Context: an optimization exercise on an open-source flow, tuned for small area. The choices shown serve that exercise and are no tape-out recipe. Function was checked by simulation only, so behaviour that the tests miss may differ from the original. Power and IR drop assume default switching activity.

File: flow/design.v
`timescale 1ns / 1ps
module taxi(
    input CLK,  
    input RST,  
	 input SW0,	 
	 input [1:0] SW,
	 input BTN1,	 
	 input BTN2,	 
	 input BTN3,	 
	 output [1:0] LD6_7,
    output [7:0] DISP1, 
    output [3:0] AN1,
	 output [3:0] LD0_3,
	 output LD5
    );
wire [31:0] N1 = 6;
wire [31:0] N2 = 3;
wire [31:0] N_second = 15;
reg [31:0] cnt1;
reg [31:0] cnt2;
reg [31:0] cnt3;
reg [31:0] count;
reg [7:0] DISP2;
reg [3:0] AN2;
reg [7:0] list [9:0];
reg [31:0] glow [15:0];
reg [5:0] one;
reg [5:0] two;
reg [5:0] three;
reg [5:0] four;
reg [9:0] m;
reg [31:0] km;
reg [7:0] min;
reg [3:0] thousand;
reg [5:0] t_one;
reg [5:0] t_two;
reg [5:0] t_three;
reg [5:0] t_four;
reg [5:0] t_thousand;
reg flag;
initial begin
	list[0] = 8'b11000000;	 
	list[1] = 8'b11111001;	 
	list[2] = 8'b10100100;	 
	list[3] = 8'b10110000;	 
	list[4] = 8'b10011001;	 
	list[5] = 8'b10010010;	 
	list[6] = 8'b10000010;	 
	list[7] = 8'b11111000;	 
	list[8] = 8'b10000000;	 
	list[9] = 8'b10010000;	 
	glow[0] = 4;
	glow[1] = 8;
	glow[2] = 12;
	glow[3] = 16;  
	glow[4] = 1;
	glow[5] = 2;
	glow[6] = 4; 
	glow[7] = 8;  
	glow[8] = 2;
	glow[9] = 4;
	glow[10] = 8;
	glow[11] = 16;  
	glow[12] = 3;
	glow[13] = 6;
	glow[14] = 12;
	glow[15] = 24;  
end
reg BTN3_q;
wire BTN3_rise = BTN3 & ~BTN3_q;
always @ (posedge CLK) begin
	BTN3_q <= BTN3 & ~RST;
end
always @ (posedge CLK) begin
if (RST) begin
	flag <= 1'b0;
	t_thousand <= 0;
	t_one <= 0;
	t_two <= 0;
	t_three <= 0;
	t_four <= 0;
end
else if (BTN3_rise) begin
	if (BTN1) begin
		t_thousand <= 4'b0000;
		t_one <= 0;
		t_two <= 0;
		t_three <= 0;
		t_four <= 0;
	end
	if (!flag) begin
		if (t_four + four > 9) begin
			t_four <= t_four + four - 10;
			if (t_three + three + 1 > 9) begin
				t_three <= t_three + three - 9;
				if (t_two + two + 1 > 9) begin
					t_two <= t_two + two - 9;
					if (t_one + one + 1 > 9) begin
						t_one <= t_one + one - 9;
						if (t_thousand + thousand + 1 > 4'b1111) begin
							t_thousand <= t_thousand + thousand - 4'b1110;
						end
						else
							t_thousand <= t_thousand + thousand;
					end
					else t_one <= t_one + one + 1;
				end
				else t_two <= t_two + two + 1;
			end
			else t_three <= t_three + three + 1;
		end
		else begin
			t_four <= t_four + four;
			if (t_three + three > 9) begin
				t_three <= t_three + three - 10;
				if (t_two + two + 1 > 9) begin
					t_two <= t_two + two - 9;
					if (t_one + one + 1 > 9) begin
						t_one <= t_one + one - 9;
						if (t_thousand + thousand + 1 > 4'b1111) begin
							t_thousand <= t_thousand + thousand - 4'b1110;
						end
						else
							t_thousand <= t_thousand + thousand;
					end
					else t_one <= t_one + one + 1;
				end
				else t_two <= t_two + two + 1;
			end
			else begin
				t_three <= t_three + three;
				if (t_two + two > 9) begin
					t_two <= t_two + two - 10;
					if (t_one + one + 1 > 9) begin
						t_one <= t_one + one - 9;
						if (t_thousand + thousand + 1 > 4'b1111) begin
							t_thousand <= t_thousand + thousand - 4'b1110;
						end
						else
							t_thousand <= t_thousand + thousand;
					end
					else t_one <= t_one + one + 1;
				end
				else begin
					t_two <= t_two + two;
					if (t_one + one > 9) begin
						t_one <= t_one + one - 10;
						if (t_thousand + thousand + 1 > 4'b1111) begin
							t_thousand <= t_thousand + thousand - 4'b1110;
						end
						else
							t_thousand <= t_thousand + thousand;
					end
					else begin
						t_one <= t_one + one;
						if (t_thousand + thousand > 4'b1111) begin
							t_thousand <= t_thousand + thousand - 4'b1111;
						end
						else
							t_thousand <= t_thousand + thousand;
					end
				end
			end
		end
	end
	flag <= ~flag;
end
end
always @ (posedge CLK) begin
if (RST) begin
	cnt1 <= 0;
	count <= 0;
	AN2 <= 4'b1111;
	DISP2 <= 8'b1111_1111;
end
else begin
		if(cnt1 >= N1 - 1) begin
			cnt1 <= 0;
			if (SW == 2'b00) begin  
				if (!BTN2) begin
					case (count%4)
						0: begin
								if (!flag) begin
									if (one == 0) AN2 <= 4'b1111;
									else begin
										AN2 <= 4'b1110;
										DISP2 <= list[one];
									end
								end
								else begin
									AN2 <= 4'b1110;
									DISP2 <= 8'b1011_1111;
								end
							end 
						(glow[4+SW]): begin
								if (!flag) begin
									if ((one == 0)&&(two == 0)) AN2 <= 4'b1111;
									else begin
										AN2 <= 4'b1101;
										DISP2 <= list[two];
									end
								end
								else begin
									AN2 <= 4'b1101;
									DISP2 <= 8'b1011_1111;
								end
							end 
						(glow[8+SW]): begin
								if (!flag) begin
									AN2 <= 4'b1011;
									DISP2 <= list[three]&8'b01111111;
								end
								else begin
									AN2 <= 4'b1011;
									DISP2 <= 8'b1011_1111;
								end
							end 
						(glow[12+SW]): begin
								if (!flag) begin
									AN2 <= 4'b0111;
									DISP2 <= list[four];
								end
								else begin
									AN2 <= 4'b0111;
									DISP2 <= 8'b1011_1111;
								end
							end 
						default: begin  
							AN2 <= 4'b1111;
						end
					endcase
					if (count >= 2**30)
						count <= 0;
					else
						count <= count + 1;
				end
				else begin
					case (count%4)
						0: begin
								if (t_one == 0) AN2 <= 4'b1111;
								else begin
									AN2 <= 4'b1110;
									DISP2 <= list[t_one];
								end
							end 
						(glow[4+SW]): begin
								if ((t_one == 0)&&(t_two == 0)) AN2 <= 4'b1111;
								else begin
									AN2 <= 4'b1101;
									DISP2 <= list[t_two];
								end
							end 
						(glow[8+SW]): begin
								AN2 <= 4'b1011;
								DISP2 <= list[t_three]&8'b01111111;
							end 
						(glow[12+SW]): begin
								AN2 <= 4'b0111;
								DISP2 <= list[t_four];
							end 
						default: begin  
							AN2 <= 4'b1111;
						end
					endcase
					if (count >= 2**30)
						count <= 0;
					else
						count <= count + 1;
				end
			end
			if (SW == 2'b01) begin  
				if (!BTN2) begin
					case (count%8)
						0: begin
								if (!flag) begin
									if (one == 0) AN2 <= 4'b1111;
									else begin
										AN2 <= 4'b1110;
										DISP2 <= list[one];
									end
								end
								else begin
									AN2 <= 4'b1110;
									DISP2 <= 8'b1011_1111;
								end
							end 
						(glow[4+SW]): begin
								if (!flag) begin
									if ((one == 0)&&(two == 0)) AN2 <= 4'b1111;
									else begin
										AN2 <= 4'b1101;
										DISP2 <= list[two];
									end
								end
								else begin
									AN2 <= 4'b1101;
									DISP2 <= 8'b1011_1111;
								end
							end 
						(glow[8+SW]): begin
								if (!flag) begin
									AN2 <= 4'b1011;
									DISP2 <= list[three]&8'b01111111;
								end
								else begin
									AN2 <= 4'b1011;
									DISP2 <= 8'b1011_1111;
								end
							end 
						(glow[12+SW]): begin
								if (!flag) begin
									AN2 <= 4'b0111;
									DISP2 <= list[four];
								end
								else begin
									AN2 <= 4'b0111;
									DISP2 <= 8'b1011_1111;
								end
							end 
						default: begin  
							AN2 <= 4'b1111;
						end
					endcase
					if (count >= 2**30)
						count <= 0;
					else
						count <= count + 1;
				end
				else begin
					case (count%8)
						0: begin
								if (t_one == 0) AN2 <= 4'b1111;
								else begin
									AN2 <= 4'b1110;
									DISP2 <= list[t_one];
								end
							end 
						(glow[4+SW]): begin
								if ((t_one == 0)&&(t_two == 0)) AN2 <= 4'b1111;
								else begin
									AN2 <= 4'b1101;
									DISP2 <= list[t_two];
								end
							end 
						(glow[8+SW]): begin
								AN2 <= 4'b1011;
								DISP2 <= list[t_three]&8'b01111111;
							end 
						(glow[12+SW]): begin
								AN2 <= 4'b0111;
								DISP2 <= list[t_four];
							end 
						default: begin  
							AN2 <= 4'b1111;
						end
					endcase
					if (count >= 2**30)
						count <= 0;
					else
						count <= count + 1;
				end
			end
			if (SW == 2'b10) begin  
				if (!BTN2) begin
					case (count%16)
						0: begin
								if (!flag) begin
									if (one == 0) AN2 <= 4'b1111;
									else begin
										AN2 <= 4'b1110;
										DISP2 <= list[one];
									end
								end
								else begin
									AN2 <= 4'b1110;
									DISP2 <= 8'b1011_1111;
								end
							end 
						(glow[4+SW]): begin
								if (!flag) begin
									if ((one == 0)&&(two == 0)) AN2 <= 4'b1111;
									else begin
										AN2 <= 4'b1101;
										DISP2 <= list[two];
									end
								end
								else begin
									AN2 <= 4'b1101;
									DISP2 <= 8'b1011_1111;
								end
							end 
						(glow[8+SW]): begin
								if (!flag) begin
									AN2 <= 4'b1011;
									DISP2 <= list[three]&8'b01111111;
								end
								else begin
									AN2 <= 4'b1011;
									DISP2 <= 8'b1011_1111;
								end
							end 
						(glow[12+SW]): begin
								if (!flag) begin
									AN2 <= 4'b0111;
									DISP2 <= list[four];
								end
								else begin
									AN2 <= 4'b0111;
									DISP2 <= 8'b1011_1111;
								end
							end 
						default: begin  
							AN2 <= 4'b1111;
						end
					endcase
					if (count >= 2**30)
						count <= 0;
					else
						count <= count + 1;
				end
				else begin
					case (count%16)
						0: begin
								if (t_one == 0) AN2 <= 4'b1111;
								else begin
									AN2 <= 4'b1110;
									DISP2 <= list[t_one];
								end
							end 
						(glow[4+SW]): begin
								if ((t_one == 0)&&(t_two == 0)) AN2 <= 4'b1111;
								else begin
									AN2 <= 4'b1101;
									DISP2 <= list[t_two];
								end
							end 
						(glow[8+SW]): begin
								AN2 <= 4'b1011;
								DISP2 <= list[t_three]&8'b01111111;
							end 
						(glow[12+SW]): begin
								AN2 <= 4'b0111;
								DISP2 <= list[t_four];
							end 
						default: begin  
							AN2 <= 4'b1111;
						end
					endcase
					if (count >= 2**30)
						count <= 0;
					else
						count <= count + 1;
				end
			end
			if (SW == 2'b11) begin  
				if (!BTN2) begin
					case (count%32)
						0: begin
								if (!flag) begin
									if (one == 0) AN2 <= 4'b1111;
									else begin
										AN2 <= 4'b1110;
										DISP2 <= list[one];
									end
								end
								else begin
									AN2 <= 4'b1110;
									DISP2 <= 8'b1011_1111;
								end
							end 
						(glow[4+SW]): begin
								if (!flag) begin
									if ((one == 0)&&(two == 0)) AN2 <= 4'b1111;
									else begin
										AN2 <= 4'b1101;
										DISP2 <= list[two];
									end
								end
								else begin
									AN2 <= 4'b1101;
									DISP2 <= 8'b1011_1111;
								end
							end 
						(glow[8+SW]): begin
								if (!flag) begin
									AN2 <= 4'b1011;
									DISP2 <= list[three]&8'b01111111;
								end
								else begin
									AN2 <= 4'b1011;
									DISP2 <= 8'b1011_1111;
								end
							end 
						(glow[12+SW]): begin
								if (!flag) begin
									AN2 <= 4'b0111;
									DISP2 <= list[four];
								end
								else begin
									AN2 <= 4'b0111;
									DISP2 <= 8'b1011_1111;
								end
							end 
						default: begin  
							AN2 <= 4'b1111;
						end
					endcase
					if (count >= 2**30)
						count <= 0;
					else
						count <= count + 1;
				end
				else begin
					case (count%32)
						0: begin
								if (t_one == 0) AN2 <= 4'b1111;
								else begin
									AN2 <= 4'b1110;
									DISP2 <= list[t_one];
								end
							end 
						(glow[4+SW]): begin
								if ((t_one == 0)&&(t_two == 0)) AN2 <= 4'b1111;
								else begin
									AN2 <= 4'b1101;
									DISP2 <= list[t_two];
								end
							end 
						(glow[8+SW]): begin
								AN2 <= 4'b1011;
								DISP2 <= list[t_three]&8'b01111111;
							end 
						(glow[12+SW]): begin
								AN2 <= 4'b0111;
								DISP2 <= list[t_four];
							end 
						default: begin  
							AN2 <= 4'b1111;
						end
					endcase
					if (count >= 2**30)
						count <= 0;
					else
						count <= count + 1;
				end
			end
		end
		else
			cnt1 <= cnt1+1;
end
end
always @ (posedge CLK) begin
if (RST) begin
	one <= 0;
	two <= 1;
	three <= 0;
	four <= 0;
	thousand <= 4'b0000;
	cnt2 <= 0;
	cnt3 <= 0;
	m <= 0;
	km <= 0;
	min <= 0;
end
else begin
	if (!flag) begin
		if (!SW0) begin
			if (cnt2==N2-1) begin
				cnt2 <= 0;
				if (m == 999) begin
					m <= 0;
					km <= km + 1;
					if (km<=3) begin  
						one <= 0;
						two <= 1;
						three <= 0;
						four <= 0;
					end
					else begin
						if (km<=10) begin  
							if (four + 4 > 9) begin
								four <= four - 6;
								if (three + 3 > 9) begin
									three <= three - 7;
									if (two == 9) begin
										two <= 0;
										if (one == 9) begin
											one <= 0;
											if (thousand == 4'b1111) begin
												thousand <= 4'b0000;
											end
											else
												thousand <= thousand + 1;
										end
										else one <= one + 1;
									end
									else two <= two + 1;
								end
								else three <= three + 3;
							end
							else begin
								four <= four + 4;	
								if (three + 2 > 9) begin
									three <= three - 8;
									if (two == 9) begin
										two <= 0;
										if (one == 9) begin
											one <= 0;
											if (thousand == 4'b1111) begin
												thousand <= 4'b0000;
											end
											else
												thousand <= thousand + 1;
										end
										else one <= one + 1;
									end
									else two <= two + 1;
								end
								else three <= three + 2;
							end
						end
						else begin  
							if (four + 6 > 9) begin
								four <= four - 4;
								if (three + 4 > 9) begin
									three <= three - 6;
									if (two == 9) begin
										two <= 0;
										if (one == 9) begin
											one <= 0;
											if (thousand == 4'b1111) begin
												thousand <= 4'b0000;
											end
											else
												thousand <= thousand + 1;
										end
										else one <= one + 1;
									end
									else two <= two + 1;
								end
								else three <= three + 4;
							end
							else begin
								four <= four + 6;
								if (three + 3 > 9) begin
									three <= three - 7;
									if (two == 9) begin
										two <= 0;
										if (one == 9) begin
											one <= 0;
											if (thousand == 4'b1111) begin
												thousand <= 4'b0000;
											end
											else
												thousand <= thousand + 1;
										end
										else one <= one + 1;
									end
									else two <= two + 1;
								end
								else three <= three + 3;
							end
						end
					end
				end
				else
					m <= m + 1;
			end
			else
				cnt2 <= cnt2+1;
		end
		else begin
			if (cnt3==N_second-1) begin
				cnt3 <= 0;
				if (min == 59) begin
					min <= 0;
					if (four + 5 > 9) begin
						four <= four - 5;
						if (three == 9) begin
							three <= 0;
							if (two == 9) begin
								two <= 0;
								if (one == 9) begin
									one <= 0;
									if (thousand == 4'b1111) begin
										thousand <= 4'b0000;
									end
									else
										thousand <= thousand + 1;
								end
								else one <= one + 1;
							end
							else two <= two + 1;
						end
						else three <= three + 1;
					end
					else four <= four + 5;
				end
				else
					min <= min + 1;
			end
			else
				cnt3 <= cnt3 + 1;
		end
	end
	else begin
		one <= 0;
		two <= 1;
		three <= 0;
		four <= 0;
		thousand <= 4'b0000;
		cnt2 <= 0;
		cnt3 <= 0;
		m <= 0;
		km <= 0;
	end
end
end
assign AN1 = AN2;
assign DISP1 = DISP2;
assign LD0_3 = thousand;
assign LD6_7 = SW;
assign LD5 = SW0;
endmodule
File: flow/run.sh
#!/bin/bash
# synth_recipe.tcl (not shown) runs the flow's synth.tcl, then flattens the netlist and writes it again
# the make line also repeats each setting of config.mk as NAME=value (left out here)
make -C /OpenROAD-flow-scripts/flow DESIGN_CONFIG=/design/flow/config.mk WORK_HOME=/design/flow/orfs CLKGATE_MAP_FILE= SYNTH_SCRIPT=/design/flow/synth_recipe.tcl finish
File: flow/config.mk
export PLATFORM = sky130hd
export DESIGN_NAME = taxi
export DESIGN_NICKNAME = taxi
export VERILOG_FILES = /design/flow/design.v
export SDC_FILE = /design/flow/constraint.sdc
export NUM_CORES = 8
export LEC_CHECK = 0
export CAP_MARGIN = 20
export CORE_MARGIN = 2
export CORE_UTILIZATION = 40
export SLEW_MARGIN = 20
File: flow/constraint.sdc
create_clock -name core_clock -period 10.0 [get_ports {CLK}]
set_input_delay 2.0000 -clock core_clock [delete_from_list [all_inputs] [get_ports {CLK}]]
set_output_delay 2.0000 -clock core_clock [all_outputs]
set_load 0.01 [all_outputs]
==> results.txt <==
[cell families (layout without fill, tap and decap cells)]
group                      Yosys count  count (layout)
AOI/OAI and AO/OA                  814             814
DFF                                300             300
muxes                               41              41
buffers and inverters              276             256
xor gates and xnor gates           183             183
other                                1              29
and+or+nand+nor                   1163            1163
adders and majority gates          142             142
[where the power goes]
group	internal (W)	switching (W)	total (W)
Sequential	0.00122	0.0000429	0.00126
Combinational	0.000217	0.000483	0.000700
Clock	0.000796	0.000552	0.00135
[through the flow]
step	cells	utilization	hold WS (ns)	area [µm²]	worst slack, ns
floorplan	2947	-	0.432	21900	4.45
global placement	3557	0.424	0.442	22900	2.75
detailed placement	3557	0.424	0.458	22900	2.66
CTS	3623	0.447	0.466	24100	3.22
global route	3623	0.447	0.506	24100	2.46
finish	3624	0.447	0.462	24100	2.91
[synth_stat cells, drive strengths merged (19+ instances only)]
| cell type | instances |
|---|---|
| nor4 | 52 |
| o22ai | 28 |
| nand3 | 88 |
| xor2 | 109 |
| nor2b | 25 |
| nor3 | 87 |
| ha | 138 |
| nor2 | 373 |
| inv | 114 |
| a221oi | 19 |
| a21oi | 217 |
| or3 | 44 |
| xnor2 | 74 |
| dfxtp | 300 |
| a211oi | 23 |
| a31oi | 34 |
| nand2 | 293 |
| o31ai | 25 |
| and2 | 20 |
| buf | 19 |
| o21ai | 179 |
| a21o | 23 |
| mux2i | 37 |
| a22oi | 23 |
| clkbuf | 140 |
| nand4 | 59 |
| o221ai | 23 |
| o211ai | 32 |
| and3 | 35 |
[worst paths after layout]
kind	startpoint	end	slack (ns)	cells after the start
hold reg to reg	count[30]	count[30]	0.46	2
setup / recovery	SW[1]	DISP2[4]	2.91	15
hold / removal	count[30]	count[30]	0.46	2
setup reg to reg	one[0]	register	4.71	17
[layout make-up]
cell class / instances / area (µm²) / area share
Timing Repair Buffer: 73 / 608 / 0.0252
Tap cell: 696 / 871 / 0.0361
Sequential cell: 300 / 6010 / 0.249
Clock inverter: 17 / 190 / 0.00789
Multi-Input combinational cell: 2371 / 15000 / 0.620
Antenna cell: 1 / 2.50 / 0.000104
Clock buffer: 49 / 1040 / 0.0432
Inverter: 117 / 439 / 0.0182
[worst max-delay path, stage by stage]
cell,delay (ns)
clkdlybuf4s50_1,0.74
inv_1,0.16
ha_1,0.47
xnor2_1,0.86
nand3_1,0.68
a2111oi_0,0.50
o21ai_0,0.17
a31oi_1,0.40
a21o_1,0.18
a222oi_1,0.14
o311ai_1,0.33
o211ai_1,0.18
o31a_1,0.16
a2111oi_0,0.48
nor2_1,0.08
[per-layer routing]
| metal | up-vias | share of wire | GRT usage |
|---|---|---|---|
| met5 | - | 0 | 0 |
| met4 | 0 | 0.055 | 0.149 |
| met3 | 238 | 0.094 | 0.0675 |
| met2 | 1146 | 0.43 | 0.452 |
| met1 | 10822 | 0.42 | 0.371 |
| li1 | 10550 | - | - |
==> flow_summary.yaml <==
run_status:
  status: "timing/DRC/antenna clean"
grt:
  grt_max_degree: 58
  grt-ovfl-total: 0
  groute.usage.overall: 0.289
  antenna_found_initial: 1
  grt_pass1_vias: 21282
  grt_pass1_wl_mm: 127
logic_synthesis:
  ys_seq_elements: 300
  synth_top_area_frac: 0.275
  yosys.area_share.adder: 0.0827
  synth_top_family_by_area: "simple AND/OR/NAND/NOR gates"
  ys_types: 96
  synthFlopType: "dfxtp_1"
  ys_seq_area_frac: 0.275
  async_reset_ff_frac: 0
  netlist_instances: 2920
  yosysTopAreaCell: "dfxtp_1"
  synth_xor_area_frac: 0.0734
  synth_area_leaders: "dfxtp_1, ha_1, nor2_1, nand2_1, a21oi_1"
  synth_edf_count: 0
  ys.warnings.count: 1
  synthesis.area_um2: 21800
  yosys.area_share.simple: 0.253
  synth_mux_area_frac: 0.0190
  avgSynthCellArea_um2: 7.48
  synth-compound-area-share: 0.248
critical_path:
  worst_setup_path_start_kind: "input pin"
  path_class: "in -> reg"
  cp.required_ns: 10.43
  cp_max_fo: 15
  end_kind: "register"
  cp.arrival_ns: 7.52
sta:
  finClkSkew_ns: 0.0381
  max-slew-margin-rel: 0.259
  setup_viol: 0
  rsz0062_at_grt: "no"
  max_freq_ghz: 0.141
  post-route-min-period_ns: 7.09
  final_hold_viol_count: 0
  fin_crit_sh: 0.709
  worstMarginPinSlew_ns: 1.11
  tns_ns: 0
  drv_slew: 0
detailed_routing:
  drt_pass1_iterations: 8
  route.detailed.drc: 0
  finalWirelength_mm: 83.6
  ant_nets: 0
  drtIter0Drc: 2668
  vias: 22756
  avgRoutedWirePerCell_um: 23.1
  vias_per_cell: 6.28
floorplanning:
  design.die.area_um2: 56500
  io_pins: 27
  num_rows: 85
  core_um2: 53900
  initial_core_util: 0.405
  die_h_um: 238
  die_w_um: 238
clocking:
  tritoncts: "yes"
  clock_path_buffers: 3
  insertion_delay_ns: 0.57
  cts_setup_buffers: 0
  path_clk_slew_ns: 0.06
  root_buffer: "clkbuf_16"
  ctsHoldBuffers: 0
  cts-resized-gates: 0
  cts_buffers: 37
  clock-sinks: 300
  ctsHtreeMaxLevel: 2
final_layout:
  final_common_cell: "nor2_1"
  final_cell_mix: "nor2_1, dfxtp_1, nand2_1"
  syn2layout_area_growth_pct: 10.4
  layout.nets: 3050
  n_fill_cell: 5354
  drive_above_1_share: 0.0547
pwr:
  worst_ir_drop_vdd_uv: 98.8
  total_power_w: 0.00331
  powerDensity_nw_per_um2: 137
  p_leak_nw: 9.34
job:
  drv_cap: 0
placement:
  place_congestion: 1.04
  io_buffers: 26
  post-dp-hpwl_mm: 62.0
hold_path:
  min_path_type: "reg -> reg"

-- afterwards: timing with drivers on the ports --
In the flow no input, the clock included, has a driving cell. The finished layout below was timed again as built, in two steps.
Step 1, drivers: a clkbuf_16 drives CLK and a buf_2 each remaining input, both assumed.
Step 2 adds t to the input delays and takes it off the output delays; t is the mean of the earliest and latest rising clock arrival at the registers after step 1. Input paths then give back, and output paths get back, about the clock's delay inside the block.
Three values: no drivers, after step 1, after step 2; two values: the first two.
shift t [ns]: 0.610
slack for setup (ns): 2.908 / 2.942 / 2.332
hold slack, ns: 0.462 / 0.462 / 0.462
worst setup path at the end: input to register
After both steps setup and hold are still met in this run. For this run, drivers alone change the setup slack by +0.034 ns; drivers and shift together by -0.576 ns.
